What follows belongs to an exercise in optimizing a design on an open flow for small area; a production flow would make more cautious choices.
The RTL was checked by simulation tests, not by an equivalence proof against the original design.
The clock port is modelled as an ideal driver; clocking choices that lean on that would not hold on a real chip.
Power figures rest on the tool's default switching activity, not on a simulated workload.

<file path="flow/flow/run.sh">
#!/bin/bash
# Own layout flow: the standard synthesis, then an area-oriented re-mapping of the
# logic between the registers (registers untouched: same cells, same names), then the standard flow's
# standard layout from floorplan to finish with smaller port and clock buffers, the clock
# buffers that drive too slow a clock edge made one size larger.
set -euo pipefail
W=$(pwd)
R=$W/orfs/results/${FLOW_PLATFORM}/pong/base
YOSYS=yosys
[[ -x $FLOW_HOME/../tools/install/yosys/bin/yosys ]] && YOSYS=$FLOW_HOME/../tools/install/yosys/bin/yosys
LIB=$FLOW_HOME/platforms/${FLOW_PLATFORM}/lib/sky130_fd_sc_hd__tt_025C_1v80.lib

# 1. standard synthesis
bash standard.sh synth > $W/1_standard_synth.log 2>&1
cp $R/1_2_yosys.v $W/synth_standard.v

# 2. re-map the logic for area: ABC deepsyn with several seeds in parallel, keep the smallest
SEEDS="1 5 6 7 8 9 10 11"
for S in $SEEDS; do
  sed -e "s#@SEED@#$S#g" $W/flow/area.abc > $W/area_$S.abc
  sed -e "s#@LIB@#$LIB#g" -e "s#@IN@#$W/synth_standard.v#g" -e "s#@OUT@#$W/synth_remapped_$S.v#g" \
      -e "s#@ABC@#$W/area_$S.abc#g" -e "s#@TOP@#$FLOW_TOP#g" $W/flow/remap.ys > $W/remap_$S.ys
  $YOSYS -s $W/remap_$S.ys > $W/2_remap_$S.log 2>&1 &
done
wait || true
BEST=""; BEST_AREA=""
for S in $SEEDS; do
  A=$(grep -a "Chip area for module" $W/2_remap_$S.log | tail -1 | sed 's/.*: //') || true
  [[ -s $W/synth_remapped_$S.v && -n "$A" ]] || continue
  if [[ -z "$BEST" ]] || awk "BEGIN {exit !($A < $BEST_AREA)}"; then BEST=$S; BEST_AREA=$A; fi
done
echo "remap seeds: best $BEST area $BEST_AREA" > $W/2_remap_choice.log
for S in $SEEDS; do echo "seed $S: $(grep -a 'Chip area for module' $W/2_remap_$S.log | tail -1)" >> $W/2_remap_choice.log; done
[[ -n "$BEST" ]]
cp $W/synth_remapped_$BEST.v $R/1_2_yosys.v
touch $R/1_2_yosys.v

# 3. standard layout on the re-mapped netlist; ports get the smallest buffer, the clock tree
#    small buffers and no dummy loads
export BUFFER_PORTS_ARGS="-buffer_cell sky130_fd_sc_hd__buf_1"
export CTS_ARGS="-sink_clustering_enable -repair_clock_nets -root_buf sky130_fd_sc_hd__clkbuf_8 -buf_list sky130_fd_sc_hd__clkbuf_4 -dont_use_dummy_load"
bash standard.sh cts > $W/3_standard_to_cts.log 2>&1

# 4. clock buffers that leave a flip-flop clock pin slow get the next size up
cp $R/4_cts.odb $W/4_cts_standard.odb
FIX_LIB=$LIB FIX_IN_ODB=$W/4_cts_standard.odb FIX_IN_SDC=$R/4_cts.sdc FIX_OUT_ODB=$R/4_cts.odb \
  FIX_SLEW_PS=100 FIX_BUF=sky130_fd_sc_hd__clkbuf_8 \
  openroad -no_init -exit $W/flow/cts_fix.tcl > $W/4_cts_fix.log 2>&1
touch $R/4_cts.odb

# 5. standard layout from global routing to finish
bash standard.sh finish > $W/5_standard_layout.log 2>&1
</file>
<file path="flow/flow/area.abc">
strash; &get -n; &deepsyn -J 500 -T 1500 -S @SEED@; &put; dch -f; amap -F 4 -A 8
</file>
<file path="flow/flow/cts_fix.tcl">
# After CTS: give each clock buffer whose flip-flop clock pins see a slow slew the next
# larger clock buffer, then legalise the placement again.
read_liberty $::env(FIX_LIB)
read_db $::env(FIX_IN_ODB)
read_sdc $::env(FIX_IN_SDC)
source $::env(FLOW_HOME)/platforms/$::env(FLOW_PLATFORM)/setRC.tcl
estimate_parasitics -placement
set limit $::env(FIX_SLEW_PS)
set bigger $::env(FIX_BUF)
set todo [dict create]
foreach pin [all_registers -clock_pins -edge_triggered] {
  set worst 0
  foreach edge {rise fall} {
    foreach analysis {min max} {
      set s [get_property $pin slew_${analysis}_$edge]
      set ps [expr {[sta::time_ui_sta $s] * 1e12}]
      if {$ps > $worst} { set worst $ps }
    }
  }
  if {$worst > $limit} {
    foreach drv [get_pins -of_objects [get_nets -of_objects $pin] -filter "direction == output"] {
      set cell [get_cells -of_objects $drv]
      dict set todo [get_full_name $cell] $worst
    }
  }
}
foreach inst [dict keys $todo] {
  set c [get_cells $inst]
  set ref [get_property $c ref_name]
  if {$ref ne $bigger} {
    puts "upsizing $inst ($ref, clock pin slew [format %.1f [dict get $todo $inst]] ps) to $bigger"
    replace_cell $c $bigger
  }
}
detailed_placement
check_placement -verbose
write_db $::env(FIX_OUT_ODB)
</file>
<file path="flow/flow/remap.ys">
read_liberty -ignore_miss_func @LIB@
read_verilog @IN@
hierarchy -top @TOP@
blackbox sky130_fd_sc_hd__*df* sky130_fd_sc_hd__*dl* sky130_fd_sc_hd__conb_1
flatten
opt_clean -purge
abc -liberty @LIB@ -dont_use *lpflow* -dont_use *probe* -dont_use *__ha_* -dont_use *__fa_* -script @ABC@
opt_clean -purge
hilomap -singleton -hicell sky130_fd_sc_hd__conb_1 HI -locell sky130_fd_sc_hd__conb_1 LO
splitnets
opt_clean -purge
insbuf -buf sky130_fd_sc_hd__buf_4 A X
stat -liberty @LIB@
write_verilog -noattr -nohex -nodec @OUT@
</file>
<file path="flow/standard.sh">
#!/bin/bash
# synth_recipe.tcl (not shown) runs the flow's synth.tcl, then flattens the netlist and writes it again
# the make line also repeats each setting of config.mk as NAME=value (left out here)
make -C /OpenROAD-flow-scripts/flow DESIGN_CONFIG=/design/flow/config.mk WORK_HOME=/design/flow/orfs CLKGATE_MAP_FILE= SYNTH_SCRIPT=/design/flow/synth_recipe.tcl "${@:-finish}"
</file>
<file path="flow/config.mk">
export PLATFORM = sky130hd
export DESIGN_NAME = pong
export DESIGN_NICKNAME = pong
export VERILOG_FILES = /design/flow/design.v
export SDC_FILE = /design/flow/constraint.sdc
export NUM_CORES = 4
export LEC_CHECK = 0
export CAP_MARGIN = 0
export CORE_MARGIN = 2
export CORE_UTILIZATION = 45
export GPL_TIMING_DRIVEN = 0
export SLEW_MARGIN = 0
</file>
<file path="flow/constraint.sdc">
create_clock -name core_clock -period 10.0 [get_ports {i_Clk}]
set_input_delay 2.0000 -clock core_clock [delete_from_list [all_inputs] [get_ports {i_Clk}]]
set_output_delay 2.0000 -clock core_clock [all_outputs]
set_load 0.01 [all_outputs]
</file>
<file path="flow/design.v">
module bin_to_7seg
  (
    input  [7:0] i_bin,
    output o_Segment1_A,
    output o_Segment1_B,
    output o_Segment1_C,
    output o_Segment1_D,
    output o_Segment1_E,
    output o_Segment1_F,
    output o_Segment1_G,
    output o_Segment2_A,
    output o_Segment2_B,
    output o_Segment2_C,
    output o_Segment2_D,
    output o_Segment2_E,
    output o_Segment2_F,
    output o_Segment2_G
  );
  wire [6:0] w_Segment1;
  wire [6:0] w_Segment2;
  assign o_Segment1_A = w_Segment1[6];
  assign o_Segment1_B = w_Segment1[5];
  assign o_Segment1_C = w_Segment1[4];
  assign o_Segment1_D = w_Segment1[3];
  assign o_Segment1_E = w_Segment1[2];
  assign o_Segment1_F = w_Segment1[1];
  assign o_Segment1_G = w_Segment1[0];
  assign o_Segment2_A = w_Segment2[6];
  assign o_Segment2_B = w_Segment2[5];
  assign o_Segment2_C = w_Segment2[4];
  assign o_Segment2_D = w_Segment2[3];
  assign o_Segment2_E = w_Segment2[2];
  assign o_Segment2_F = w_Segment2[1];
  assign o_Segment2_G = w_Segment2[0];
  assign w_Segment1 = encode(i_bin[7:4]);
  assign w_Segment2 = encode(i_bin[3:0]);
	function [6:0] encode;
		input [3:0] i_bin_val;
		encode =	(i_bin_val[3:0] == 4'b0000) ? ~7'b1111110 :
					(i_bin_val[3:0] == 4'b0001) ? ~7'b0110000 :
					(i_bin_val[3:0] == 4'b0010) ? ~7'b1101101 :
					(i_bin_val[3:0] == 4'b0011) ? ~7'b1111001 :
					(i_bin_val[3:0] == 4'b0100) ? ~7'b0110011 :
					(i_bin_val[3:0] == 4'b0101) ? ~7'b1011011 :
					(i_bin_val[3:0] == 4'b0110) ? ~7'b1011111 :
					(i_bin_val[3:0] == 4'b0111) ? ~7'b1110000 :
					(i_bin_val[3:0] == 4'b1000) ? ~7'b1111111 :
					(i_bin_val[3:0] == 4'b1001) ? ~7'b1111011 :
					(i_bin_val[3:0] == 4'b1010) ? ~7'b1110111 :
					(i_bin_val[3:0] == 4'b1011) ? 7'b0001110 :
					(i_bin_val[3:0] == 4'b1100) ? 7'b0000100 :
					(i_bin_val[3:0] == 4'b1101) ? 7'b0100100 :
					(i_bin_val[3:0] == 4'b1110) ? 7'b0101000 :
					(i_bin_val[3:0] == 4'b1111) ? 7'b0001111 :
											      ~7'b0000000;
	endfunction
endmodule
module LFSR (
	input i_Clk,
	input i_Rst,
	input i_run,
	output reg [8:0] o_reg
);
	localparam [8:0]  INITIAL_VAL = 9'b1_1010_1110;
	localparam [16:0] DLY_START = 17'h1FFFF,
	                  DLY_END   = 17'h15728;
	reg [16:0] r_dly;
	wire w_end = (r_dly == DLY_END);
	always @(posedge i_Clk) begin
		if (i_Rst || (i_run && w_end))
			r_dly <= DLY_START;
		else if (i_run)
			r_dly <= {r_dly[15:0], r_dly[16] ^ r_dly[13]};
	end
	always @(posedge i_Clk) begin
		if (i_Rst || !i_run)
			o_reg <= INITIAL_VAL;
		else if (w_end)
			o_reg <= {o_reg[7] ^ o_reg[8], o_reg[6:5], o_reg[4] ^ o_reg[8],
			          o_reg[3], o_reg[2] ^ o_reg[8], o_reg[1] ^ o_reg[8], o_reg[0], o_reg[8]};
	end
endmodule
module paddle #(parameter SW_STEP_COUNT = 16) (
	input i_Clk,
	input i_Rst,
	input i_up,
	input i_down,
	input i_enable,
	output reg o1,
	output reg o2,
	output reg [8:0] o_top	 
	);
	reg [4:0] r_up_cnt;
	reg [4:0] r_dn_cnt;
	always @(posedge i_Clk) begin
		if (i_Rst) begin
			r_up_cnt <= 0;
			r_dn_cnt <= 0;
			o1 <= 1'b0;
			o2 <= 1'b0;
			o_top <= 9'd200;
		end else if (i_enable) begin
			if (i_up && !i_down) begin
				if (r_up_cnt[4]) begin
					r_up_cnt <= 0;
					if (o_top != 0) o_top <= o_top - 1'b1;
				end else begin
					r_up_cnt <= r_up_cnt + 1'b1;
					o1 <= 1'b1;
				end
			end else if (!i_up && i_down) begin
				if (r_dn_cnt[4]) begin
					r_dn_cnt <= 0;
					if (!(o_top[8:7] == 2'b11 && o_top[3:0] == 4'b1111)) o_top <= o_top + 1'b1;	 
				end else begin
					r_dn_cnt <= r_dn_cnt + 1'b1;
					o2 <= 1'b1;
				end
			end else begin
				r_up_cnt <= 0;
				r_dn_cnt <= 0;
				o1 <= 1'b0;
				o2 <= 1'b0;
			end
		end else begin
			o_top <= 9'd200;
		end
	end
endmodule
module ball (
	input i_Clk,
	input i_Rst,
	input i_enable,
	input i_P1_sw_up,
	input i_P1_sw_down,
	input i_P2_sw_up,
	input i_P2_sw_down,
	input [8:0] i_P1_top,
	input [8:0] i_P2_top,
	output reg [9:0] o_left,	 
	output reg [9:0] o_top		 
	);
	reg [4:0] r_speed;
	reg [4:0] r_hi;
	reg [3:0] r_lo;
	reg r_xdir;			 
	reg [1:0] r_ydir;	 
	wire [9:0] w_bottom = o_top + 10'd10;
	wire w_step = (r_hi == 0) && (r_lo == 0);
	wire [9:0] w_pt = {1'b0, r_xdir ? i_P2_top : i_P1_top};
	wire [10:0] w_e = {1'b0, o_top} + 11'd9 - {1'b0, w_pt};
	wire w_hit = (o_left == (r_xdir ? 10'd576 : 10'd54)) && !w_e[10] && (w_e[9:0] <= 10'd88);
	wire w_up = r_xdir ? i_P2_sw_up : i_P1_sw_up;
	wire w_dn = r_xdir ? i_P2_sw_down : i_P1_sw_down;
	always @(posedge i_Clk) begin
		if (i_Rst || !i_enable) begin
			o_left <= 10'd315;
			o_top <= 10'd235;
			r_speed <= 5'd20;
			r_hi <= 5'd20;
			r_lo <= 0;
			r_ydir <= 0;
			if (i_Rst) r_xdir <= 1'b1;
		end else if (w_step) begin
			r_hi <= r_speed;
			o_left <= r_xdir ? o_left + 1'b1 : o_left - 1'b1;
			if (w_hit) begin
				r_xdir <= ~r_xdir;
				if (r_speed != 5'd1) r_speed <= r_speed - 1'b1;
				if (w_up && !w_dn) begin
					if (r_ydir == 0) r_ydir <= 1;
					else if (r_ydir == 2) r_ydir <= 0;
				end else if (!w_up && w_dn) begin
					if (r_ydir == 0) r_ydir <= 2;
					else if (r_ydir == 1) r_ydir <= 0;
				end
			end
			if (r_ydir == 1) begin
				o_top <= o_top - 1'b1;
				if (o_top == 0) r_ydir <= 2;
			end else if (r_ydir == 2) begin
				o_top <= o_top + 1'b1;
				if (o_top == 10'd469) r_ydir <= 1;
			end
		end else if (r_lo == 0) begin
			r_lo <= 4'd9;
			r_hi <= r_hi - 1'b1;
		end else begin
			r_lo <= r_lo - 1'b1;
		end
	end
endmodule
module sync_pulse_generator (
	input i_Clk,
	input i_Rst,
	output reg [9:0] o_X_Cursor,
	output reg [9:0] o_Y_Cursor
	);
	always @(posedge i_Clk) begin
		if (i_Rst) begin
			o_X_Cursor <= 0;
			o_Y_Cursor <= 0;
		end else if (o_X_Cursor[9:8] == 2'b11 && o_X_Cursor[4:0] == 5'b11111) begin	 
			o_X_Cursor <= 0;
			o_Y_Cursor <= (o_Y_Cursor[9] && o_Y_Cursor[3:2] == 2'b11) ? 10'd0 : o_Y_Cursor + 1'b1;	 
		end else begin
			o_X_Cursor <= o_X_Cursor + 1'b1;
		end
	end
endmodule
module vga_sync_porch (
	input [9:0] i_X_Cursor,
	input [9:0] i_Y_Cursor,
	output o_H_Sync,
	output o_V_Sync
	);
	assign o_H_Sync = (i_X_Cursor < 10'd658) || (i_X_Cursor > 10'd750);
	assign o_V_Sync = (i_Y_Cursor < 10'd490) || (i_Y_Cursor > 10'd492);
endmodule
module display_to_screen (
	input i_Clk,
	input i_Rst,
	input [1:0] i_device_state,
	input [3:0] i_p1_score,
	input [3:0] i_p2_score,
	input [8:0] i_P1_top,
	input [8:0] i_P2_top,
	input [9:0] i_B_left,
	input [9:0] i_B_top,
	input [9:0] i_X_cursor,
	input [9:0] i_Y_cursor,
	output [2:0] o_VGA_Red,
	output [2:0] o_VGA_Grn,
	output [2:0] o_VGA_Blu
);
	parameter 	w_w = 46, 	 
				s_w = 4,	 
				u_h = 46,	 
				b_h = 23,	 
				ste = 8,	 
				X_OFFSET = (640-(5*w_w+4*s_w))/2,
				Y_OFFSET = (480-(2*u_h+b_h))/2;
	wire [8:0] start_output;
	reg start_output_flag;
	assign start_output = (start_output_flag == 1) ? 9'b111111111 : 9'b000000000;  
	wire [8:0] game_output;
	wire [8:0] score_output;
	wire [8:0] p1_score;
	wire [8:0] p2_score;
	wire [8:0] finish_output;
	reg finish_output_flag;
	wire [8:0] w_rand_RGB;
	LFSR rand_RGB (.i_Clk(i_Clk), .i_Rst(i_Rst), .i_run(i_device_state != 0), .o_reg(w_rand_RGB));
	assign finish_output = (finish_output_flag == 1) ? w_rand_RGB : 9'b000000000;
	assign {o_VGA_Red, o_VGA_Grn, o_VGA_Blu} = 	
		(i_device_state == 0) ? start_output :
		(i_device_state == 1) ? game_output :
		(i_device_state == 2) ? score_output :
		(i_device_state == 3) ? finish_output :
		0;
	always @(posedge i_Clk) begin  
		if (i_Rst)
			start_output_flag <= 0;
		else if (
			(i_Y_cursor>Y_OFFSET+0 && i_Y_cursor<=Y_OFFSET+u_h) && (i_X_cursor == X_OFFSET+4*w_w+3*s_w-ste || i_X_cursor == X_OFFSET+4*w_w+3*s_w)			 
			||(i_Y_cursor>Y_OFFSET+u_h/2 && i_Y_cursor<=Y_OFFSET+u_h/2+ste) && (i_X_cursor == X_OFFSET+2*w_w+2*s_w+ste || i_X_cursor == X_OFFSET+3*w_w+2*s_w)	 
			||(i_Y_cursor>Y_OFFSET+u_h/2+ste && i_Y_cursor<=Y_OFFSET+u_h) && (i_X_cursor == X_OFFSET+3*w_w+2*s_w-ste || i_X_cursor == X_OFFSET+3*w_w+2*s_w)
			||(i_Y_cursor>Y_OFFSET+u_h && i_Y_cursor<=Y_OFFSET+u_h+ste) && (i_X_cursor == X_OFFSET+0 || i_X_cursor == X_OFFSET+w_w || i_X_cursor == X_OFFSET+w_w+s_w || 			 
				i_X_cursor == X_OFFSET+2*w_w+s_w || i_X_cursor == X_OFFSET+2*w_w+2*s_w || i_X_cursor == X_OFFSET+3*w_w+2*s_w || i_X_cursor == X_OFFSET+3*w_w+3*s_w || 
				i_X_cursor == X_OFFSET+4*w_w+3*s_w || i_X_cursor == X_OFFSET+4*w_w+4*s_w || i_X_cursor == X_OFFSET+4*w_w+4*s_w+ste || i_X_cursor == X_OFFSET+5*w_w+4*s_w-ste ||
				i_X_cursor == X_OFFSET+5*w_w+4*s_w )
			||(i_Y_cursor>Y_OFFSET+u_h+ste && i_Y_cursor<=Y_OFFSET+u_h+b_h-ste/2) && (i_X_cursor == X_OFFSET+0 || i_X_cursor == X_OFFSET+ste || i_X_cursor == X_OFFSET+w_w+s_w || 
				i_X_cursor == X_OFFSET+w_w+s_w+ste || i_X_cursor == X_OFFSET+2*w_w+s_w-ste || i_X_cursor == X_OFFSET+2*w_w+s_w || i_X_cursor == X_OFFSET+2*w_w+2*s_w || 
				i_X_cursor == X_OFFSET+2*w_w+2*s_w+ste || i_X_cursor == X_OFFSET+3*w_w+2*s_w-ste || i_X_cursor == X_OFFSET+3*w_w+2*s_w || i_X_cursor == X_OFFSET+3*w_w+3*s_w || 
				i_X_cursor == X_OFFSET+3*w_w+3*s_w+ste || i_X_cursor == X_OFFSET+4*w_w+3*s_w-ste || i_X_cursor == X_OFFSET+4*w_w+3*s_w || i_X_cursor == X_OFFSET+4*w_w+4*s_w || 
				i_X_cursor == X_OFFSET+4*w_w+4*s_w+ste || i_X_cursor == X_OFFSET+5*w_w+4*s_w-ste || i_X_cursor == X_OFFSET+5*w_w+4*s_w )
			||(i_Y_cursor>Y_OFFSET+u_h+b_h-ste/2 && i_Y_cursor<=Y_OFFSET+u_h+b_h+ste/2) && (i_X_cursor == X_OFFSET+0 || i_X_cursor == X_OFFSET+ste || i_X_cursor == X_OFFSET+w_w+s_w || 
				i_X_cursor == X_OFFSET+2*w_w+s_w || i_X_cursor == X_OFFSET+2*w_w+2*s_w || i_X_cursor == X_OFFSET+2*w_w+2*s_w+ste || i_X_cursor == X_OFFSET+3*w_w+2*s_w-ste || 
				i_X_cursor == X_OFFSET+3*w_w+2*s_w || i_X_cursor == X_OFFSET+3*w_w+3*s_w || i_X_cursor == X_OFFSET+3*w_w+3*s_w+ste || i_X_cursor == X_OFFSET+4*w_w+3*s_w-ste || 
				i_X_cursor == X_OFFSET+4*w_w+3*s_w || i_X_cursor == X_OFFSET+4*w_w+4*s_w || i_X_cursor == X_OFFSET+4*w_w+4*s_w+ste || i_X_cursor == X_OFFSET+5*w_w+4*s_w-ste || 
				i_X_cursor == X_OFFSET+5*w_w+4*s_w )
			||(i_Y_cursor>Y_OFFSET+u_h+b_h+ste/2 && i_Y_cursor<=Y_OFFSET+2*u_h-ste) && (i_X_cursor == X_OFFSET+0 || i_X_cursor == X_OFFSET+ste || i_X_cursor == X_OFFSET+w_w+s_w || 
				i_X_cursor == X_OFFSET+w_w+s_w+ste || i_X_cursor == X_OFFSET+2*w_w+2*s_w || 
				i_X_cursor == X_OFFSET+2*w_w+2*s_w+ste || i_X_cursor == X_OFFSET+3*w_w+2*s_w-ste || i_X_cursor == X_OFFSET+3*w_w+2*s_w || i_X_cursor == X_OFFSET+3*w_w+3*s_w || 
				i_X_cursor == X_OFFSET+3*w_w+3*s_w+ste || i_X_cursor == X_OFFSET+4*w_w+3*s_w-ste || i_X_cursor == X_OFFSET+4*w_w+3*s_w || i_X_cursor == X_OFFSET+4*w_w+4*s_w || 
				i_X_cursor == X_OFFSET+4*w_w+4*s_w+ste || i_X_cursor == X_OFFSET+5*w_w+4*s_w-ste || i_X_cursor == X_OFFSET+5*w_w+4*s_w )								
			||(i_Y_cursor>Y_OFFSET+2*u_h-ste && i_Y_cursor<=Y_OFFSET+2*u_h) && (i_X_cursor == X_OFFSET+0 || i_X_cursor == X_OFFSET+ste || i_X_cursor == X_OFFSET+w_w+s_w || 
				i_X_cursor == X_OFFSET+2*w_w+s_w || i_X_cursor == X_OFFSET+2*w_w+2*s_w || i_X_cursor == X_OFFSET+3*w_w+2*s_w || i_X_cursor == X_OFFSET+3*w_w+3*s_w || 
				i_X_cursor == X_OFFSET+4*w_w+3*s_w || i_X_cursor == X_OFFSET+4*w_w+4*s_w || i_X_cursor == X_OFFSET+5*w_w+4*s_w )
			||(i_Y_cursor>Y_OFFSET+2*u_h && i_Y_cursor<=Y_OFFSET+2*u_h+b_h-ste) && (i_X_cursor == X_OFFSET+5*w_w+4*s_w-ste || i_X_cursor == X_OFFSET+5*w_w+4*s_w)	 
			||(i_Y_cursor>Y_OFFSET+2*u_h+b_h-ste && i_Y_cursor<=Y_OFFSET+2*u_h+b_h) && (i_X_cursor == X_OFFSET+4*w_w+4*s_w || i_X_cursor == X_OFFSET+5*w_w+4*s_w) 	
		) 
			start_output_flag <= ~start_output_flag;
		else
			start_output_flag <= start_output_flag;
	    end
	wire [10:0] w_dx = {1'b0, i_X_cursor} - {1'b0, i_B_left} - 11'd1;
	wire [10:0] w_dy = {1'b0, i_Y_cursor} - {1'b0, i_B_top} - 11'd1;
	wire w_pad_col = (i_X_cursor > 10'd44 && i_X_cursor < 10'd54) || (i_X_cursor > 10'd586 && i_X_cursor < 10'd596);
	wire [8:0] w_pt = i_X_cursor[9] ? i_P2_top : i_P1_top;
	wire [10:0] w_dp = {1'b0, i_Y_cursor} - {2'b0, w_pt} - 11'd1;
	assign game_output = ((w_pad_col && w_dp <= 11'd78) || (w_dx <= 11'd8 && w_dy <= 11'd8)) ? 9'b111111111 : 9'b000000000;
	assign score_output = game_output | p1_score | p2_score;
	print_score #(.X_OFFSET((640-(3*w_w+2*s_w))/2), .Y_OFFSET((480-(2*u_h))/2)) player_1 
		(.i_Clk(i_Clk), .i_Rst(i_Rst), .i_score_val(i_p1_score), .i_X_cursor(i_X_cursor), .i_Y_cursor(i_Y_cursor), .o_score_RGB(p1_score));
	print_score #(.X_OFFSET((640-(3*w_w+2*s_w))/2+2*w_w+2*s_w), .Y_OFFSET((480-(2*u_h))/2)) player_2
		(.i_Clk(i_Clk), .i_Rst(i_Rst), .i_score_val(i_p2_score), .i_X_cursor(i_X_cursor), .i_Y_cursor(i_Y_cursor), .o_score_RGB(p2_score));
	always @(posedge i_Clk) begin  
		if (i_Rst)
		finish_output_flag <= 0;
	else if (
			(i_Y_cursor>Y_OFFSET+0 && i_Y_cursor<=Y_OFFSET+ste) && (i_X_cursor == X_OFFSET+0 || i_X_cursor == X_OFFSET+w_w)			 
			||(i_Y_cursor>Y_OFFSET+ste && i_Y_cursor<=Y_OFFSET+u_h) && (i_X_cursor == X_OFFSET+0 || i_X_cursor == X_OFFSET+ste || i_X_cursor == X_OFFSET+w_w-ste || i_X_cursor == X_OFFSET+w_w)
			||(i_Y_cursor>Y_OFFSET+u_h && i_Y_cursor<=Y_OFFSET+u_h+ste) && (i_X_cursor == X_OFFSET+0 || i_X_cursor == X_OFFSET+w_w || 
				i_X_cursor == X_OFFSET+3*w_w+3*s_w || i_X_cursor == X_OFFSET+3*w_w+3*s_w+ste || i_X_cursor == X_OFFSET+3*w_w+3*s_w+w_w/2-ste/2 || i_X_cursor == X_OFFSET+3*w_w+3*s_w+w_w/2+ste/2 ||
				i_X_cursor == X_OFFSET+4*w_w+3*s_w-ste || i_X_cursor == X_OFFSET+4*w_w+3*s_w || i_X_cursor == X_OFFSET+4*w_w+4*s_w || i_X_cursor == X_OFFSET+5*w_w+4*s_w ||
				i_X_cursor == X_OFFSET+5*w_w+5*s_w || i_X_cursor == X_OFFSET+6*w_w+5*s_w)
			||(i_Y_cursor>Y_OFFSET+u_h+ste && i_Y_cursor<=Y_OFFSET+2*u_h-ste) && (i_X_cursor == X_OFFSET+0 || i_X_cursor == X_OFFSET+ste || 
				i_X_cursor == X_OFFSET+3*w_w+3*s_w || i_X_cursor == X_OFFSET+3*w_w+3*s_w+ste || i_X_cursor == X_OFFSET+3*w_w+3*s_w+w_w/2-ste/2 || i_X_cursor == X_OFFSET+3*w_w+3*s_w+w_w/2+ste/2 ||
				i_X_cursor == X_OFFSET+4*w_w+3*s_w-ste || i_X_cursor == X_OFFSET+4*w_w+3*s_w || i_X_cursor == X_OFFSET+4*w_w+4*s_w || i_X_cursor == X_OFFSET+4*w_w+4*s_w+ste ||
				i_X_cursor == X_OFFSET+5*w_w+4*s_w-ste ||i_X_cursor == X_OFFSET+5*w_w+4*s_w || i_X_cursor == X_OFFSET+5*w_w+5*s_w || i_X_cursor == X_OFFSET+5*w_w+5*s_w+ste || 
				i_X_cursor == X_OFFSET+6*w_w+5*s_w-ste || i_X_cursor == X_OFFSET+6*w_w+5*s_w)
			||(i_Y_cursor>Y_OFFSET+2*u_h-ste && i_Y_cursor<=Y_OFFSET+2*u_h) && (i_X_cursor == X_OFFSET+0 || i_X_cursor == X_OFFSET+ste || 
				i_X_cursor == X_OFFSET+3*w_w+3*s_w || i_X_cursor == X_OFFSET+4*w_w+3*s_w || i_X_cursor == X_OFFSET+4*w_w+4*s_w || i_X_cursor == X_OFFSET+5*w_w+4*s_w || 
				i_X_cursor == X_OFFSET+5*w_w+5*s_w || i_X_cursor == X_OFFSET+5*w_w+5*s_w+ste || i_X_cursor == X_OFFSET+6*w_w+5*s_w-ste || i_X_cursor == X_OFFSET+6*w_w+5*s_w)
			|| ((i_p1_score > i_p2_score) && ((i_Y_cursor>Y_OFFSET+0 && i_Y_cursor<=Y_OFFSET+2*u_h) && (i_X_cursor==X_OFFSET+2*w_w+s_w-ste || i_X_cursor==X_OFFSET+2*w_w+s_w)))	 
			|| ((i_p1_score < i_p2_score) && ((i_Y_cursor>Y_OFFSET+0 && i_Y_cursor<=Y_OFFSET+ste) && (i_X_cursor==X_OFFSET+w_w+s_w+0 || i_X_cursor==X_OFFSET+w_w+s_w+w_w)		 
				|| (i_Y_cursor>Y_OFFSET+ste && i_Y_cursor<=Y_OFFSET+u_h-ste/2) && (i_X_cursor==X_OFFSET+w_w+s_w+w_w-ste || i_X_cursor==X_OFFSET+w_w+s_w+w_w)
				|| (i_Y_cursor>Y_OFFSET+u_h-ste/2 && i_Y_cursor<=Y_OFFSET+u_h+ste/2) && (i_X_cursor==X_OFFSET+w_w+s_w+0 || i_X_cursor==X_OFFSET+w_w+s_w+w_w)
				|| (i_Y_cursor>Y_OFFSET+u_h+ste/2 && i_Y_cursor<=Y_OFFSET+2*u_h-ste) && (i_X_cursor==X_OFFSET+w_w+s_w+0 || i_X_cursor==X_OFFSET+w_w+s_w+ste)
				|| (i_Y_cursor>Y_OFFSET+2*u_h-ste && i_Y_cursor<=Y_OFFSET+2*u_h) && (i_X_cursor==X_OFFSET+w_w+s_w+0 || i_X_cursor==X_OFFSET+w_w+s_w+w_w)))
		) 
		finish_output_flag <= ~finish_output_flag;
	else
		finish_output_flag <= finish_output_flag;
	end
endmodule
module print_score #(
	parameter	X_OFFSET = 0,
				Y_OFFSET = 0,
				w_w = 46, 	 
				s_w = 4,	 
				u_h = 46,	 
				b_h = 23,	 
				ste = 8	 
	)
	(
	input i_Clk,
	input i_Rst,
	input [3:0] i_score_val,
	input [9:0] i_X_cursor,
	input [9:0] i_Y_cursor,
	output [8:0] o_score_RGB
	);
	reg score_flag;
	assign o_score_RGB = (score_flag == 1) ? 9'b111111111 : 9'b000000000;
	always @(posedge i_Clk) begin
		if (i_Rst) score_flag <= 0;
		else
		case(i_score_val)
			0: score_flag <= ((i_Y_cursor>Y_OFFSET+0 && i_Y_cursor<=Y_OFFSET+ste) && (i_X_cursor==X_OFFSET+0 || i_X_cursor==X_OFFSET+w_w)
	|| (i_Y_cursor>Y_OFFSET+ste && i_Y_cursor<=Y_OFFSET+2*u_h-ste) && (i_X_cursor==X_OFFSET+0 || i_X_cursor==X_OFFSET+ste || i_X_cursor==X_OFFSET+w_w-ste || i_X_cursor==X_OFFSET+w_w)
	|| (i_Y_cursor>Y_OFFSET+2*u_h-ste && i_Y_cursor<=Y_OFFSET+2*u_h) && (i_X_cursor==X_OFFSET+0 || i_X_cursor==X_OFFSET+w_w)) ? ~score_flag : score_flag;
			1: score_flag <= ((i_Y_cursor>Y_OFFSET+0 && i_Y_cursor<=Y_OFFSET+2*u_h) && (i_X_cursor==X_OFFSET+w_w-ste || i_X_cursor==X_OFFSET+w_w)) ? ~score_flag : score_flag;
			2: score_flag <= ((i_Y_cursor>Y_OFFSET+0 && i_Y_cursor<=Y_OFFSET+ste) && (i_X_cursor==X_OFFSET+0 || i_X_cursor==X_OFFSET+w_w)
	|| (i_Y_cursor>Y_OFFSET+ste && i_Y_cursor<=Y_OFFSET+u_h-ste/2) && (i_X_cursor==X_OFFSET+w_w-ste || i_X_cursor==X_OFFSET+w_w)
	|| (i_Y_cursor>Y_OFFSET+u_h-ste/2 && i_Y_cursor<=Y_OFFSET+u_h+ste/2) && (i_X_cursor==X_OFFSET+0 || i_X_cursor==X_OFFSET+w_w)
	|| (i_Y_cursor>Y_OFFSET+u_h+ste/2 && i_Y_cursor<=Y_OFFSET+2*u_h-ste) && (i_X_cursor==X_OFFSET+0 || i_X_cursor==X_OFFSET+ste)
	|| (i_Y_cursor>Y_OFFSET+2*u_h-ste && i_Y_cursor<=Y_OFFSET+2*u_h) && (i_X_cursor==X_OFFSET+0 || i_X_cursor==X_OFFSET+w_w)) ? ~score_flag : score_flag;
			3: score_flag <= ((i_Y_cursor>Y_OFFSET+0 && i_Y_cursor<=Y_OFFSET+ste) && (i_X_cursor==X_OFFSET+0 || i_X_cursor==X_OFFSET+w_w)
	|| (i_Y_cursor>Y_OFFSET+ste && i_Y_cursor<=Y_OFFSET+u_h-ste/2) && (i_X_cursor==X_OFFSET+w_w-ste || i_X_cursor==X_OFFSET+w_w)
	|| (i_Y_cursor>Y_OFFSET+u_h-ste/2 && i_Y_cursor<=Y_OFFSET+u_h+ste/2) && (i_X_cursor==X_OFFSET+0 || i_X_cursor==X_OFFSET+w_w)
	|| (i_Y_cursor>Y_OFFSET+u_h+ste/2 && i_Y_cursor<=Y_OFFSET+2*u_h-ste) && (i_X_cursor==X_OFFSET+w_w-ste || i_X_cursor==X_OFFSET+w_w)
	|| (i_Y_cursor>Y_OFFSET+2*u_h-ste && i_Y_cursor<=Y_OFFSET+2*u_h) && (i_X_cursor==X_OFFSET+0 || i_X_cursor==X_OFFSET+w_w)) ? ~score_flag : score_flag; 
			4: score_flag <= ((i_Y_cursor>Y_OFFSET+0 && i_Y_cursor<=Y_OFFSET+u_h-ste/2) && (i_X_cursor==X_OFFSET+0 || i_X_cursor==X_OFFSET+ste || i_X_cursor==X_OFFSET+w_w-ste || i_X_cursor==X_OFFSET+w_w)
	|| (i_Y_cursor>Y_OFFSET+u_h-ste/2 && i_Y_cursor<=Y_OFFSET+u_h+ste/2) && (i_X_cursor==X_OFFSET+0 || i_X_cursor==X_OFFSET+w_w)
	|| (i_Y_cursor>Y_OFFSET+u_h+ste/2 && i_Y_cursor<=Y_OFFSET+2*u_h) && (i_X_cursor==X_OFFSET+w_w-ste || i_X_cursor==X_OFFSET+w_w)) ? ~score_flag : score_flag;
			5: score_flag <= ((i_Y_cursor>Y_OFFSET+0 && i_Y_cursor<=Y_OFFSET+ste) && (i_X_cursor==X_OFFSET+0 || i_X_cursor==X_OFFSET+w_w)
	|| (i_Y_cursor>Y_OFFSET+ste && i_Y_cursor<=Y_OFFSET+u_h-ste/2) && (i_X_cursor==X_OFFSET+0 || i_X_cursor==X_OFFSET+ste)
	|| (i_Y_cursor>Y_OFFSET+u_h-ste/2 && i_Y_cursor<=Y_OFFSET+u_h+ste/2) && (i_X_cursor==X_OFFSET+0 || i_X_cursor==X_OFFSET+w_w)
	|| (i_Y_cursor>Y_OFFSET+u_h+ste/2 && i_Y_cursor<=Y_OFFSET+2*u_h-ste) && (i_X_cursor==X_OFFSET+w_w-ste || i_X_cursor==X_OFFSET+w_w)
	|| (i_Y_cursor>Y_OFFSET+2*u_h-ste && i_Y_cursor<=Y_OFFSET+2*u_h) && (i_X_cursor==X_OFFSET+0 || i_X_cursor==X_OFFSET+w_w)) ? ~score_flag : score_flag;
			6: score_flag <= ((i_Y_cursor>Y_OFFSET+0 && i_Y_cursor<=Y_OFFSET+ste) && (i_X_cursor==X_OFFSET+0 || i_X_cursor==X_OFFSET+w_w)
	|| (i_Y_cursor>Y_OFFSET+ste && i_Y_cursor<=Y_OFFSET+u_h-ste/2) && (i_X_cursor==X_OFFSET+0 || i_X_cursor==X_OFFSET+ste)
	|| (i_Y_cursor>Y_OFFSET+u_h-ste/2 && i_Y_cursor<=Y_OFFSET+u_h+ste/2) && (i_X_cursor==X_OFFSET+0 || i_X_cursor==X_OFFSET+w_w)
	|| (i_Y_cursor>Y_OFFSET+u_h+ste/2 && i_Y_cursor<=Y_OFFSET+2*u_h-ste) && (i_X_cursor==X_OFFSET+0 || i_X_cursor==X_OFFSET+ste || i_X_cursor==X_OFFSET+w_w-ste || i_X_cursor==X_OFFSET+w_w)
	|| (i_Y_cursor>Y_OFFSET+2*u_h-ste && i_Y_cursor<=Y_OFFSET+2*u_h) && (i_X_cursor==X_OFFSET+0 || i_X_cursor==X_OFFSET+w_w)) ? ~score_flag : score_flag;
			7: score_flag <= ((i_Y_cursor>Y_OFFSET+0 && i_Y_cursor<=Y_OFFSET+ste) && (i_X_cursor==X_OFFSET+0 || i_X_cursor==X_OFFSET+w_w)
	|| (i_Y_cursor>Y_OFFSET+ste && i_Y_cursor<=Y_OFFSET+2*u_h) && (i_X_cursor==X_OFFSET+w_w-ste || i_X_cursor==X_OFFSET+w_w)) ? ~score_flag : score_flag;
			8: score_flag <= ((i_Y_cursor>Y_OFFSET+0 && i_Y_cursor<=Y_OFFSET+ste) && (i_X_cursor==X_OFFSET+0 || i_X_cursor==X_OFFSET+w_w)
	|| (i_Y_cursor>Y_OFFSET+ste && i_Y_cursor<=Y_OFFSET+u_h-ste/2) && (i_X_cursor==X_OFFSET+0 || i_X_cursor==X_OFFSET+ste || i_X_cursor==X_OFFSET+w_w-ste || i_X_cursor==X_OFFSET+w_w)
	|| (i_Y_cursor>Y_OFFSET+u_h-ste/2 && i_Y_cursor<=Y_OFFSET+u_h+ste/2) && (i_X_cursor==X_OFFSET+0 || i_X_cursor==X_OFFSET+w_w)
	|| (i_Y_cursor>Y_OFFSET+u_h+ste/2 && i_Y_cursor<=Y_OFFSET+2*u_h-ste) && (i_X_cursor==X_OFFSET+0 || i_X_cursor==X_OFFSET+ste || i_X_cursor==X_OFFSET+w_w-ste || i_X_cursor==X_OFFSET+w_w)
	|| (i_Y_cursor>Y_OFFSET+2*u_h-ste && i_Y_cursor<=Y_OFFSET+2*u_h) && (i_X_cursor==X_OFFSET+0 || i_X_cursor==X_OFFSET+w_w)) ? ~score_flag : score_flag;
			9: score_flag <= ((i_Y_cursor>Y_OFFSET+0 && i_Y_cursor<=Y_OFFSET+ste) && (i_X_cursor==X_OFFSET+0 || i_X_cursor==X_OFFSET+w_w)
	|| (i_Y_cursor>Y_OFFSET+ste && i_Y_cursor<=Y_OFFSET+u_h-ste/2) && (i_X_cursor==X_OFFSET+0 || i_X_cursor==X_OFFSET+ste || i_X_cursor==X_OFFSET+w_w-ste || i_X_cursor==X_OFFSET+w_w)
	|| (i_Y_cursor>Y_OFFSET+u_h-ste/2 && i_Y_cursor<=Y_OFFSET+u_h+ste/2) && (i_X_cursor==X_OFFSET+0 || i_X_cursor==X_OFFSET+w_w)
	|| (i_Y_cursor>Y_OFFSET+u_h+ste/2 && i_Y_cursor<=Y_OFFSET+2*u_h-ste) && (i_X_cursor==X_OFFSET+w_w-ste || i_X_cursor==X_OFFSET+w_w)
	|| (i_Y_cursor>Y_OFFSET+2*u_h-ste && i_Y_cursor<=Y_OFFSET+2*u_h) && (i_X_cursor==X_OFFSET+0 || i_X_cursor==X_OFFSET+w_w)) ? ~score_flag : score_flag;
			default: score_flag <= score_flag;
		endcase
	end
endmodule
module pong (
  input i_Clk,
  input i_Rst,
  input i_Switch_1,
  input i_Switch_2,
  input i_Switch_3,
  input i_Switch_4,
  output o_LED_1,
  output o_LED_2,
  output o_LED_3,
  output o_LED_4,
  output o_Segment1_A,
  output o_Segment1_B,
  output o_Segment1_C,
  output o_Segment1_D,
  output o_Segment1_E,
  output o_Segment1_F,
  output o_Segment1_G,
  output o_Segment2_A,
  output o_Segment2_B,
  output o_Segment2_C,
  output o_Segment2_D,
  output o_Segment2_E,
  output o_Segment2_F,
  output o_Segment2_G,
  output o_VGA_Red_0,
  output o_VGA_Red_1,
  output o_VGA_Red_2,
  output o_VGA_Grn_0,
  output o_VGA_Grn_1,
  output o_VGA_Grn_2,
  output o_VGA_Blu_0,
  output o_VGA_Blu_1,
  output o_VGA_Blu_2,
  output o_VGA_HSync,
  output o_VGA_VSync
  );
  wire [9:0] w_X_Cursor;
  wire [9:0] w_Y_Cursor;
  wire [8:0] w_P1_top;
  wire [8:0] w_P2_top;
  wire [9:0] w_B_left;
  wire [9:0] w_B_top;
  reg [1:0] device_state;	 
  reg [3:0] r_p1_score;	 
  reg [3:0] r_p2_score;
  wire w_en = (device_state == 2'd1);
  wire w_any_sw = i_Switch_1 | i_Switch_2 | i_Switch_3 | i_Switch_4;
  wire w_p1_point = w_B_left[9] && (w_B_left[6:0] == 7'b1110110);	 
  wire w_p2_point = (w_B_left[9:8] == 2'b11);	 
  always @(posedge i_Clk) begin
    if (i_Rst) begin
      device_state <= 0;
      r_p1_score <= 0;
      r_p2_score <= 0;
    end else if (device_state == 2'd1) begin
      if (w_p1_point || w_p2_point) begin
        if (w_p1_point) r_p1_score <= r_p1_score + 1'b1;
        else r_p2_score <= r_p2_score + 1'b1;
        device_state <= (r_p1_score == 4'd9 || r_p2_score == 4'd9) ? 2'd3 : 2'd2;
      end
    end else if (w_any_sw) begin
      if (device_state == 2'd3) begin
        r_p1_score <= 0;
        r_p2_score <= 0;
      end
      device_state <= 2'd1;
    end
  end
  bin_to_7seg U_BIN2SEG(
    .i_bin({r_p1_score, r_p2_score}),
    .o_Segment1_A(o_Segment1_A),
    .o_Segment1_B(o_Segment1_B),
    .o_Segment1_C(o_Segment1_C),
    .o_Segment1_D(o_Segment1_D),
    .o_Segment1_E(o_Segment1_E),
    .o_Segment1_F(o_Segment1_F),
    .o_Segment1_G(o_Segment1_G),
    .o_Segment2_A(o_Segment2_A),
    .o_Segment2_B(o_Segment2_B),
    .o_Segment2_C(o_Segment2_C),
    .o_Segment2_D(o_Segment2_D),
    .o_Segment2_E(o_Segment2_E),
    .o_Segment2_F(o_Segment2_F),
    .o_Segment2_G(o_Segment2_G)
    );
  paddle Paddle1 (
    .i_Clk(i_Clk),
    .i_Rst(i_Rst),
    .i_up(i_Switch_1),
    .i_down(i_Switch_2),
    .i_enable(w_en),
    .o1(o_LED_1),
    .o2(o_LED_2),
    .o_top(w_P1_top)
    );
  paddle Paddle2 (
    .i_Clk(i_Clk),
    .i_Rst(i_Rst),
    .i_up(i_Switch_3),
    .i_down(i_Switch_4),
    .i_enable(w_en),
    .o1(o_LED_3),
    .o2(o_LED_4),
    .o_top(w_P2_top)
    );
  ball Ball_Unit (
    .i_Clk(i_Clk),
    .i_Rst(i_Rst),
    .i_enable(w_en),
    .i_P1_sw_up(i_Switch_1),
    .i_P1_sw_down(i_Switch_2),
    .i_P2_sw_up(i_Switch_3),
    .i_P2_sw_down(i_Switch_4),
    .i_P1_top(w_P1_top),
    .i_P2_top(w_P2_top),
    .o_left(w_B_left),
    .o_top(w_B_top)
    );
  sync_pulse_generator SPG1 (
    .i_Clk(i_Clk),
    .i_Rst(i_Rst),
    .o_X_Cursor(w_X_Cursor),
    .o_Y_Cursor(w_Y_Cursor)
    );
  vga_sync_porch VSP1 (
    .i_X_Cursor(w_X_Cursor),
    .i_Y_Cursor(w_Y_Cursor),
    .o_H_Sync(o_VGA_HSync),
    .o_V_Sync(o_VGA_VSync)
    );
  display_to_screen Display1 (
    .i_Clk(i_Clk),
    .i_Rst(i_Rst),
    .i_device_state(device_state),
    .i_p1_score(r_p1_score),
    .i_p2_score(r_p2_score),
    .i_P1_top(w_P1_top),
    .i_P2_top(w_P2_top),
    .i_B_left(w_B_left),
    .i_B_top(w_B_top),
    .i_X_cursor(w_X_Cursor),
    .i_Y_cursor(w_Y_Cursor),
    .o_VGA_Red({o_VGA_Red_2, o_VGA_Red_1, o_VGA_Red_0}),
    .o_VGA_Grn({o_VGA_Grn_2, o_VGA_Grn_1, o_VGA_Grn_0}),
    .o_VGA_Blu({o_VGA_Blu_2, o_VGA_Blu_1, o_VGA_Blu_0})
    );
endmodule
</file>
==> impl_metrics.env <==
export IMPL_status="no timing/DRC/antenna violations"
export IMPL_yosys_warnings=9
export IMPL_avgSynthCellArea_sq_um=7.191
export IMPL_regMostFlops="Display1.rand_RGB.r_dly"
export IMPL_clock_path_buffers=2
export IMPL_netlist_area_sq_um=7672
export IMPL_die_width_um=134.6
export IMPL_slew_headroom=0.1026
export IMPL_tightestPinTransition_ps=1341
export IMPL_regToRegSetupSlack_ps=5750
export IMPL_cts_hold_buffers=0
export IMPL_dpl_cell_area_sq_um=8083
export IMPL_drv_cap=0
export IMPL_ant_nets=0
export IMPL_layout_drive_gt1_share=0.01699
export IMPL_finalHoldViolCount=0
export IMPL_cp_end_kind="output port"
export IMPL_cts_made_buffers=17
export IMPL_max_freq_mhz=146.8
export IMPL_fin_total_pwr_uw=928.7
export IMPL_post_cts_resized=0
export IMPL_largest_reg_flops=17
export IMPL_startpoint="SPG1.o_X_Cursor[9]$_SDFF_PP0_"
export IMPL_cp_required_ps=8000
export IMPL_crit_end="o_VGA_Red_1"
export IMPL_skew_ps=27.74
export IMPL_synthToLayoutAreaGrowth_pct=7.828
export IMPL_globalplace_congestion=0.9873
export IMPL_finalCritPeriodShare=0.6810
export IMPL_drt_total_wl_mm=21.94
export IMPL_r2r_cells=14
export IMPL_postSynthCellCount=1067
export IMPL_hold_path_class="reg -> reg"
export IMPL_peakVddDrop_uv=91.37
export IMPL_nets=1126
export IMPL_start_kind="flop"
export IMPL_clk_pin_slew_ps=80
export IMPL_final_common_cell="nor2_1"
export IMPL_coreArea_sq_um=16640
export IMPL_die_y_um=134.6
export IMPL_power_density_nw_per_um2=112.3
export IMPL_arrival_ps=4810
export IMPL_io_buffer_count=34
export IMPL_n_antenna_cell=0
export IMPL_worstReg2RegStart="Ball_Unit.r_xdir$_SDFFCE_PP1P_"
export IMPL_finalSetupTns_ps=0
export IMPL_p_leak_nw=2.612
export IMPL_hpwl_mm=16.42
export IMPL_whs_ps=427.4
export IMPL_via_count=7968
export IMPL_track_usage=0.2451
export IMPL_first_global_vias=6948
export IMPL_cts_tree="yes"
export IMPL_min_from="Ball_Unit.r_lo[0]$_SDFFE_PP0N_"
export IMPL_detail_route_wl_per_cell_um=16.40
export IMPL_path_class="reg -> out"
export IMPL_drtIter0Drc=560
export IMPL_fin_area_sq_um=8273
export IMPL_dieArea_sq_um=18110
export IMPL_setup_viol=0
export IMPL_layout_common_cells="177 x nor2_1, 151 x clkinv_1, 138 x dfxtp_1"
export IMPL_grt_pass1_wl_mm=35.82
export IMPL_cts_root_buf="clkbuf_8"
export IMPL_nFillCells=1701
export IMPL_cp_max_fo=18
export IMPL_postCtsSetupBuffers=0
export IMPL_grt_overflow_total=0
export IMPL_grt_antenna_before_repair=0
export IMPL_r2r_end="Ball_Unit.r_ydir[0]$_SDFFE_PP0P_"
export IMPL_drc=0
export IMPL_row_count=47
export IMPL_cts_max_level=4
export IMPL_grt_max_degree=43
export IMPL_fin_crit_ps=6810
export IMPL_first_pass_iters=5
export IMPL_ios=35
export IMPL_initial_core_util=0.4610
export IMPL_via_per_inst=5.955
export IMPL_slew_viol_final=0
export IMPL_synth_nets=1073
export IMPL_worst_skew_pair_late_latency_ps=440
export IMPL_rsz0062_at_grt="no"
export IMPL_cts_sinks=139
==> worst min-delay path by stage <==
stage / endpoint / slack (ps) / depth (start not counted)
finish: Ball_Unit.r_lo[0]$_SDFFE_PP0N_ / 430 / 1
global route: Ball_Unit.r_lo[0]$_SDFFE_PP0N_ / 450 / 1
CTS: Ball_Unit.r_lo[0]$_SDFFE_PP0N_ / 440 / 1
detailed placement: Ball_Unit.r_lo[0]$_SDFFE_PP0N_ / 420 / 1
global placement: Ball_Unit.r_lo[0]$_SDFFE_PP0N_ / 420 / 1
floorplan: Ball_Unit.r_lo[0]$_SDFFE_PP0N_ / 410 / 1
==> final cells by class <==
cell class	count	area, sq um	area share
Clock buffer	17	190.2	0.02299
Inverter	152	570.5	0.06897
Sequential cell	139	2793	0.3376
Multi-Input combinational cell	776	4317	0.5218
Tap cell	220	275.3	0.03327
Timing Repair Buffer	34	127.6	0.01543
==> metrics by stage <==
step / setup WS (ps) / instances / util
2_1_floorplan: 5285 / 1067 / -
3_3_place_gp: 3752 / 1321 / 0.4852
3_5_place_dp: 3789 / 1321 / 0.4857
4_1_cts: 3326 / 1338 / 0.4937
5_1_grt: 2871 / 1338 / 0.4971
6_report: 3190 / 1338 / 0.4971
==> power breakdown <==
part,internal [mW],switching [mW]
clock network,0.121,0.187
registers,0.560,0.00707
logic,0.0156,0.0383
total,0.697,0.232
==> critical path, stage by stage, from the launching register on <==
cell and delay, ps:
dfxtp_1 690, clkinv_1 640, o22ai_1 450, nor2b_1 250, nor2_1 90, o21a_1 140
nor2_1 130, nor2_1 50, a2111oi_0 810, nor3_1 190, a211oi_1 230, a21oi_1 60
o31ai_1 230, o21ai_0 230, buf_1 180
==> layer usage <==
metal	vias to the layer above	track usage	part of all wire
met5	-	0	0
met4	0	0.06023	0.015
met3	28	0.04580	0.053
met2	238	0.3736	0.43
met1	3648	0.3580	0.51
li1	4054	-	-

-- afterwards: timing with drivers on the ports --
No port has a modelled driver above. Below, the same layout with a new extraction and two added sets of constraints. Step 1: set_driving_cell puts a clkbuf_16 on i_Clk and a buf_2 on each other input, an assumption about the parent block. Step 2 adds t to the input delays and takes it off the output delays; t is the mean of the earliest and latest rising clock arrival at the registers after step 1. Input paths then give back, and output paths get back, about the clock's delay inside the block. Three values: ideal, step 1, step 2; two values: the first two.
t (ns): 0.471
setup WS [ns]: 3.190 / 3.149 / 3.619
worst slew at a driven data input, ns: 0.03
pins driven straight from the clock port: 1
After both steps this run still meets setup and hold. The setup slack of this run moves by -0.041 ns with the drivers and by +0.429 ns with both steps.
